Source: an optimization exercise on an open RTL-to-GDS flow (aim: small area and a short achievable clock period). Production flows keep margins and buffers that such runs may drop.
In this exercise RTL edits were held to simulation tests only and were not proved equivalent to the original.
No activity file was given, so power comes from the tool's default toggle rates.

==> run a <==
==> flow/design.v <==
`timescale 1ns / 1ps
module fullAdder(Sum,Cout,Cin,In1,In2);
   input wire In1,In2,Cin;
   output wire Sum,Cout;
   assign Cout = (In1&In2)|(In1&Cin)|(In2&Cin);
   assign Sum = In1^In2^Cin;
endmodule
module j_mac #(
  parameter WEIGHT_RESET_VAL = 8'b00100011,
  parameter SHARED_W         = 0
) (
  input             clk               ,
  input             reset             ,
  input             accumulation      ,
  input             plus_one          ,
  input             clear_accu_control,
  input             dataflow_in       ,  
  input             control1          ,  
  input             update_w          ,
  input             mac_en            ,
  input       [7:0] shared_W          ,
  output reg        result            ,
  output wire       input_accu_adder
);
  wire       dd2        ;
  wire       dd1,dd3,dd4;
  wire [7:0] Sum        ;
  wire [7:0] B          ;
  wire [7:0] transferC  ;
  wire       Cout,cc_in;
  reg  [7:0] W          ;
  reg        p0         ;
  reg        p1         ;
  reg        p2         ;
  reg        p3         ;
  reg        p4         ;
  reg        p5         ;
  reg        p6         ;
  reg        p7         ;
  reg        f_in       ;
  reg        q2         ;
  reg        Sum0_reg   ;
  reg        result_d   ;
  reg        Cin_adder  ;
  reg        Cin_adder_d;
  wire       z0,z1,z2,z3,z4,z5,z6,z7;
  wire       Sum0_dummy ;
  generate if(SHARED_W == 0) begin: g_W
      always @(posedge clk) begin : proc_W
        if(reset) begin
          W <= WEIGHT_RESET_VAL;
        end else if(update_w) begin
          W <= {dataflow_in, W[7:1]};
        end
      end
    end
    else begin
      always @(*) begin : proc_W
        W = shared_W;
      end
    end
  endgenerate
  assign cc_in = f_in;
  assign Sum0_dummy = Sum0_reg;
  assign dd1        = ~dd2;
  assign dd2        = Sum[0];
  assign dd3        = dd2;
  wire Cin_adder_d_mask = Cin_adder_d & ~clear_accu_control;
  assign dd4 = mac_en ? (dd1 ^ plus_one ^ Cin_adder_d_mask) : 1'b0;
  assign z0 = W[0] & dataflow_in  ;
  assign z1 = W[1] & dataflow_in  ;
  assign z2 = W[2] & dataflow_in  ;
  assign z3 = W[3] & dataflow_in  ;
  assign z4 = W[4] & dataflow_in  ;
  assign z5 = W[5] & dataflow_in  ;
  assign z6 = W[6] & dataflow_in  ;
  assign z7 = W[7] & dataflow_in  ;
  assign B[0] = p0 & ~clear_accu_control;
  assign B[1] = p1 & ~clear_accu_control;
  assign B[2] = p2 & ~clear_accu_control;
  assign B[3] = p3 & ~clear_accu_control;
  assign B[4] = p4 & ~clear_accu_control;
  assign B[5] = p5 & ~clear_accu_control;
  assign B[6] = p6 & ~clear_accu_control;
  assign B[7] = p7 & ~clear_accu_control;
  assign input_accu_adder = (~control1&dd4)|(control1&dd3);
  fullAdder FA1 (
    .In1 (z0          ),
    .In2 (B[0]        ),
    .Cin (1'b0        ),
    .Sum (Sum[0]      ),
    .Cout(transferC[0])
  );
  fullAdder FA2 (
    .In1 (z1          ),
    .In2 (B[1]        ),
    .Cin (transferC[0]),
    .Sum (Sum[1]      ),
    .Cout(transferC[1])
  );
  fullAdder FA3 (
    .In1 (z2          ),
    .In2 (B[2]        ),
    .Cin (transferC[1]),
    .Sum (Sum[2]      ),
    .Cout(transferC[2])
  );
  fullAdder FA4 (
    .In1 (z3          ),
    .In2 (B[3]        ),
    .Cin (transferC[2]),
    .Sum (Sum[3]      ),
    .Cout(transferC[3])
  );
  fullAdder FA5 (
    .In1 (z4          ),
    .In2 (B[4]        ),
    .Cin (transferC[3]),
    .Sum (Sum[4]      ),
    .Cout(transferC[4])
  );
  fullAdder FA6 (
    .In1 (z5          ),
    .In2 (B[5]        ),
    .Cin (transferC[4]),
    .Sum (Sum[5]      ),
    .Cout(transferC[5])
  );
  fullAdder FA7 (
    .In1 (z6          ),
    .In2 (B[6]        ),
    .Cin (transferC[5]),
    .Sum (Sum[6]      ),
    .Cout(transferC[6])
  );
  fullAdder FA8 (
    .In1 (z7          ),
    .In2 (B[7]        ),
    .Cin (transferC[6]),
    .Sum (Sum[7]      ),
    .Cout(Cout        )
  );
  always@(posedge clk)
    if(reset) begin
      p0   <= 0;
      p1   <= 0;
      p2   <= 0;
      p3   <= 0;
      p4   <= 0;
      p5   <= 0;
      p6   <= 0;
      p7   <= 0;
      f_in <= 0;
    end
    else if(mac_en) begin
      p0   <= Sum[1];
      p1   <= Sum[2];
      p2   <= Sum[3];
      p3   <= Sum[4];
      p4   <= Sum[5];
      p5   <= Sum[6];
      p6   <= Sum[7];
      p7   <= Cout;
      f_in <= dataflow_in;
    end
  always@(posedge clk) begin
    if(reset) begin
      q2       <= 0;
      Sum0_reg <= 0;
    end
    else if(mac_en) begin
      q2       <= dd2;
      Sum0_reg <= Sum[0];
    end
  end
  wire Cin_adder_mask = Cin_adder & ~clear_accu_control                                                                          ;
  wire result_nxt     = input_accu_adder ^ accumulation ^ (Cin_adder_mask)                                                       ;  
  wire Cin_adder_nxt  = (input_accu_adder & Cin_adder_mask) | (accumulation & Cin_adder_mask) | (input_accu_adder & accumulation);
  always@(posedge clk)
    if(reset) begin
      Cin_adder <= 0;
    end
    else if(mac_en) begin
      Cin_adder <= Cin_adder_nxt;   
    end
  always@(posedge clk)
    if(reset) begin
      result <= 0;
    end
    else if(mac_en) begin
      result <= result_nxt;
    end
  wire Cin_adder_d_nxt = (dd1 & Cin_adder_d_mask) | (plus_one & Cin_adder_d_mask) | (dd1 & plus_one);
  always@(posedge clk)
    if(reset) begin
      result_d    <= 0;
      Cin_adder_d <= 0;
    end
    else if (mac_en) begin
      result_d    <= dd1 ^ plus_one ^ Cin_adder_d_mask;   
      Cin_adder_d <= Cin_adder_d_nxt;   
    end
  reg  [5:0] timer    ;
  wire [5:0] timer_nxt;
  assign timer_nxt = mac_en             ? timer + 1 :
    0;
  always @(posedge clk) begin : proc_timer
    if(reset) begin
      timer <= 0;
    end else begin
      timer <= timer_nxt;
    end
  end
endmodule
`timescale 1ns / 1ps
module bsmac_array #(
  parameter ROWS = 8,
  parameter COLS = 8
) (
  input             clk               ,
  input             reset             ,
  input  [ROWS-1:0] data_in           ,
  input  [COLS-1:0] acc_in            ,
  input             plus_one          ,
  input             clear_accu_control,
  input             control1          ,
  input             update_w          ,
  input             mac_en            ,
  output [COLS-1:0] acc_out
);
  wire [ROWS*COLS-1:0]     data_w;
  reg  [ROWS*COLS-1:0]     data_r;
  wire [(ROWS+1)*COLS-1:0] acc_w;
  wire [7:0]               unused_w = 8'b0;
  assign acc_w[COLS-1:0] = acc_in;
  assign acc_out         = acc_w[ROWS*COLS +: COLS];
  genvar r, c;
  generate
    for (r = 0; r < ROWS; r = r + 1) begin : g_row
      for (c = 0; c < COLS; c = c + 1) begin : g_col
        if (c == 0) begin : g_first
          assign data_w[r*COLS+c] = data_in[r];
        end else begin : g_next
          assign data_w[r*COLS+c] = data_r[r*COLS+c-1];
        end
        always @(posedge clk) begin
          if (reset) begin
            data_r[r*COLS+c] <= 1'b0;
          end else begin
            data_r[r*COLS+c] <= data_w[r*COLS+c];
          end
        end
        j_mac #(.WEIGHT_RESET_VAL(8'b00100011), .SHARED_W(0)) u_mac (
          .clk               (clk               ),
          .reset             (reset             ),
          .accumulation      (acc_w[r*COLS+c]       ),
          .plus_one          (plus_one          ),
          .clear_accu_control(clear_accu_control),
          .dataflow_in       (data_w[r*COLS+c]      ),
          .control1          (control1          ),
          .update_w          (update_w          ),
          .mac_en            (mac_en            ),
          .shared_W          (unused_w          ),
          .result            (acc_w[(r+1)*COLS+c]     ),
          .input_accu_adder  (                  )
        );
      end
    end
  endgenerate
endmodule
==> flow/run.sh <==
#!/bin/bash
# synth_recipe.tcl (not shown) runs the flow's synth.tcl, then flattens the netlist and writes it again
# the make line also repeats each setting of config.mk as NAME=value (left out here)
make -C /OpenROAD-flow-scripts/flow DESIGN_CONFIG=/design/flow/config.mk WORK_HOME=/design/flow/orfs CLKGATE_MAP_FILE= SYNTH_SCRIPT=/design/flow/synth_recipe.tcl finish
==> flow/config.mk <==
export PLATFORM = sky130hd
export DESIGN_NAME = bsmac_array
export DESIGN_NICKNAME = bsmac_array
export VERILOG_FILES = /design/flow/design.v
export SDC_FILE = /design/flow/constraint.sdc
export NUM_CORES = 4
export LEC_CHECK = 0
export CAP_MARGIN = 20
export CORE_MARGIN = 2
export CORE_UTILIZATION = 40
export SLEW_MARGIN = 20
==> flow/constraint.sdc <==
create_clock -name core_clock -period 5.0 [get_ports {clk}]
set_input_delay 1.0000 -clock core_clock [delete_from_list [all_inputs] [get_ports {clk}]]
set_output_delay 1.0000 -clock core_clock [all_outputs]
set_load 0.01 [all_outputs]
==> inputs of run b, as changes to run a <==
--- a/flow/config.mk
+++ b/flow/config.mk
@@ -9,3 +9,4 @@
 export CORE_MARGIN = 2
 export CORE_UTILIZATION = 40
+export SETUP_SLACK_MARGIN = 2.5
 export SLEW_MARGIN = 20
==> notes.md <==
Run b completed without violations. Run a ran to the end with no violations.
In run b the setup slack is higher than in run a, by 0.35 ns.
Total power: run a is lower than run b (about 1.7%).
In run a the cell count is lower than in run b, by about 2%.
In run b the core utilization is higher than in run a, by 4.4 points.
Clock power is about the same in run b and run a.
In run b the global-route usage is higher than in run a, by 1.1 points.
In run a the critical path depth is lower than in run b, by 2.
Of run a and run b, run b has the higher non-clock buffer count (gap 174).
Hold slack: run a is worse than run b (0.0014 ns).
==> figures <==
Critical Path RT: run a 5.66 ns; run b 5.69 ns
Layout cell share with drive strength beyond 1: run a 5.89%; run b 27.2%
Cell internal power dissipation: run a 18,100 µW; run b 18,200 µW
Final core occ: run a 44.2%; run b 48.6%
Met1 track demand over resource in global routing: run a 19.1%; run b 21.0%
HP Start: run a g_row[5].g_col[4].u_mac.p6; run b g_row[6].g_col[4].u_mac.W[6]
Dpl cells: run a 8,212; run b 8,199
Wire length after detailed routing: run a 114,000 µm; run b 129,000 µm
Reg2Reg Setup Slack: run a 1.36 ns; run b 1.54 ns
Clock Power Share: run a 45.5%; run b 43.6%
Setup repair after global routing missed its margin: run a false; run b true
Tot Pwr: run a 23,900 µW; run b 24,300 µW
Endpoint of the most critical register-to-register path: run a g_row[3].g_col[1].u_mac.p6; run b g_row[7].g_col[2].u_mac.p6
Length of the first detailed-routing pass in iterations: run a 5; run b 4
Outcome: run a finished clean; run b finished clean
DRC violation total after the first TritonRoute iteration: run a 1,894; run b 1,789
Fraction of met2 tracks used by global routing: run a 23.2%; run b 24.8%
Hold slack final: run a 0.471 ns; run b 0.472 ns
Crit. path cell count: run a 14; run b 16

[static timing again, ports no longer ideal]
The flow's constraints put no driver on any port. The routed layouts listed below were extracted and timed again, unchanged, in two steps. Step 1 assumes that a clkbuf_16 drives the clock port and a buf_2 every other input. Step 2 moves the port delays by t, midway between the first and last clock arrival at a register: inputs arrive t later, outputs are due t later. That takes back most of the time a late clock gives input paths. Slacks: no drivers / after step 1 / after step 2; pairs: no drivers / after step 1.
| run | t (ns) | slack for setup (ns) | worst setup path at the end |
|---|---|---|---|
| run a | 0.829 | 1.009 / 1.031 / 0.202 | input to register |
| run b | 0.839 | 1.356 / 1.112 / 0.272 | input to register |
After both steps setup and hold are still met in every run listed. For run b, which loses most, drivers alone change the setup slack by -0.244 ns; drivers and shift together by -1.084 ns.
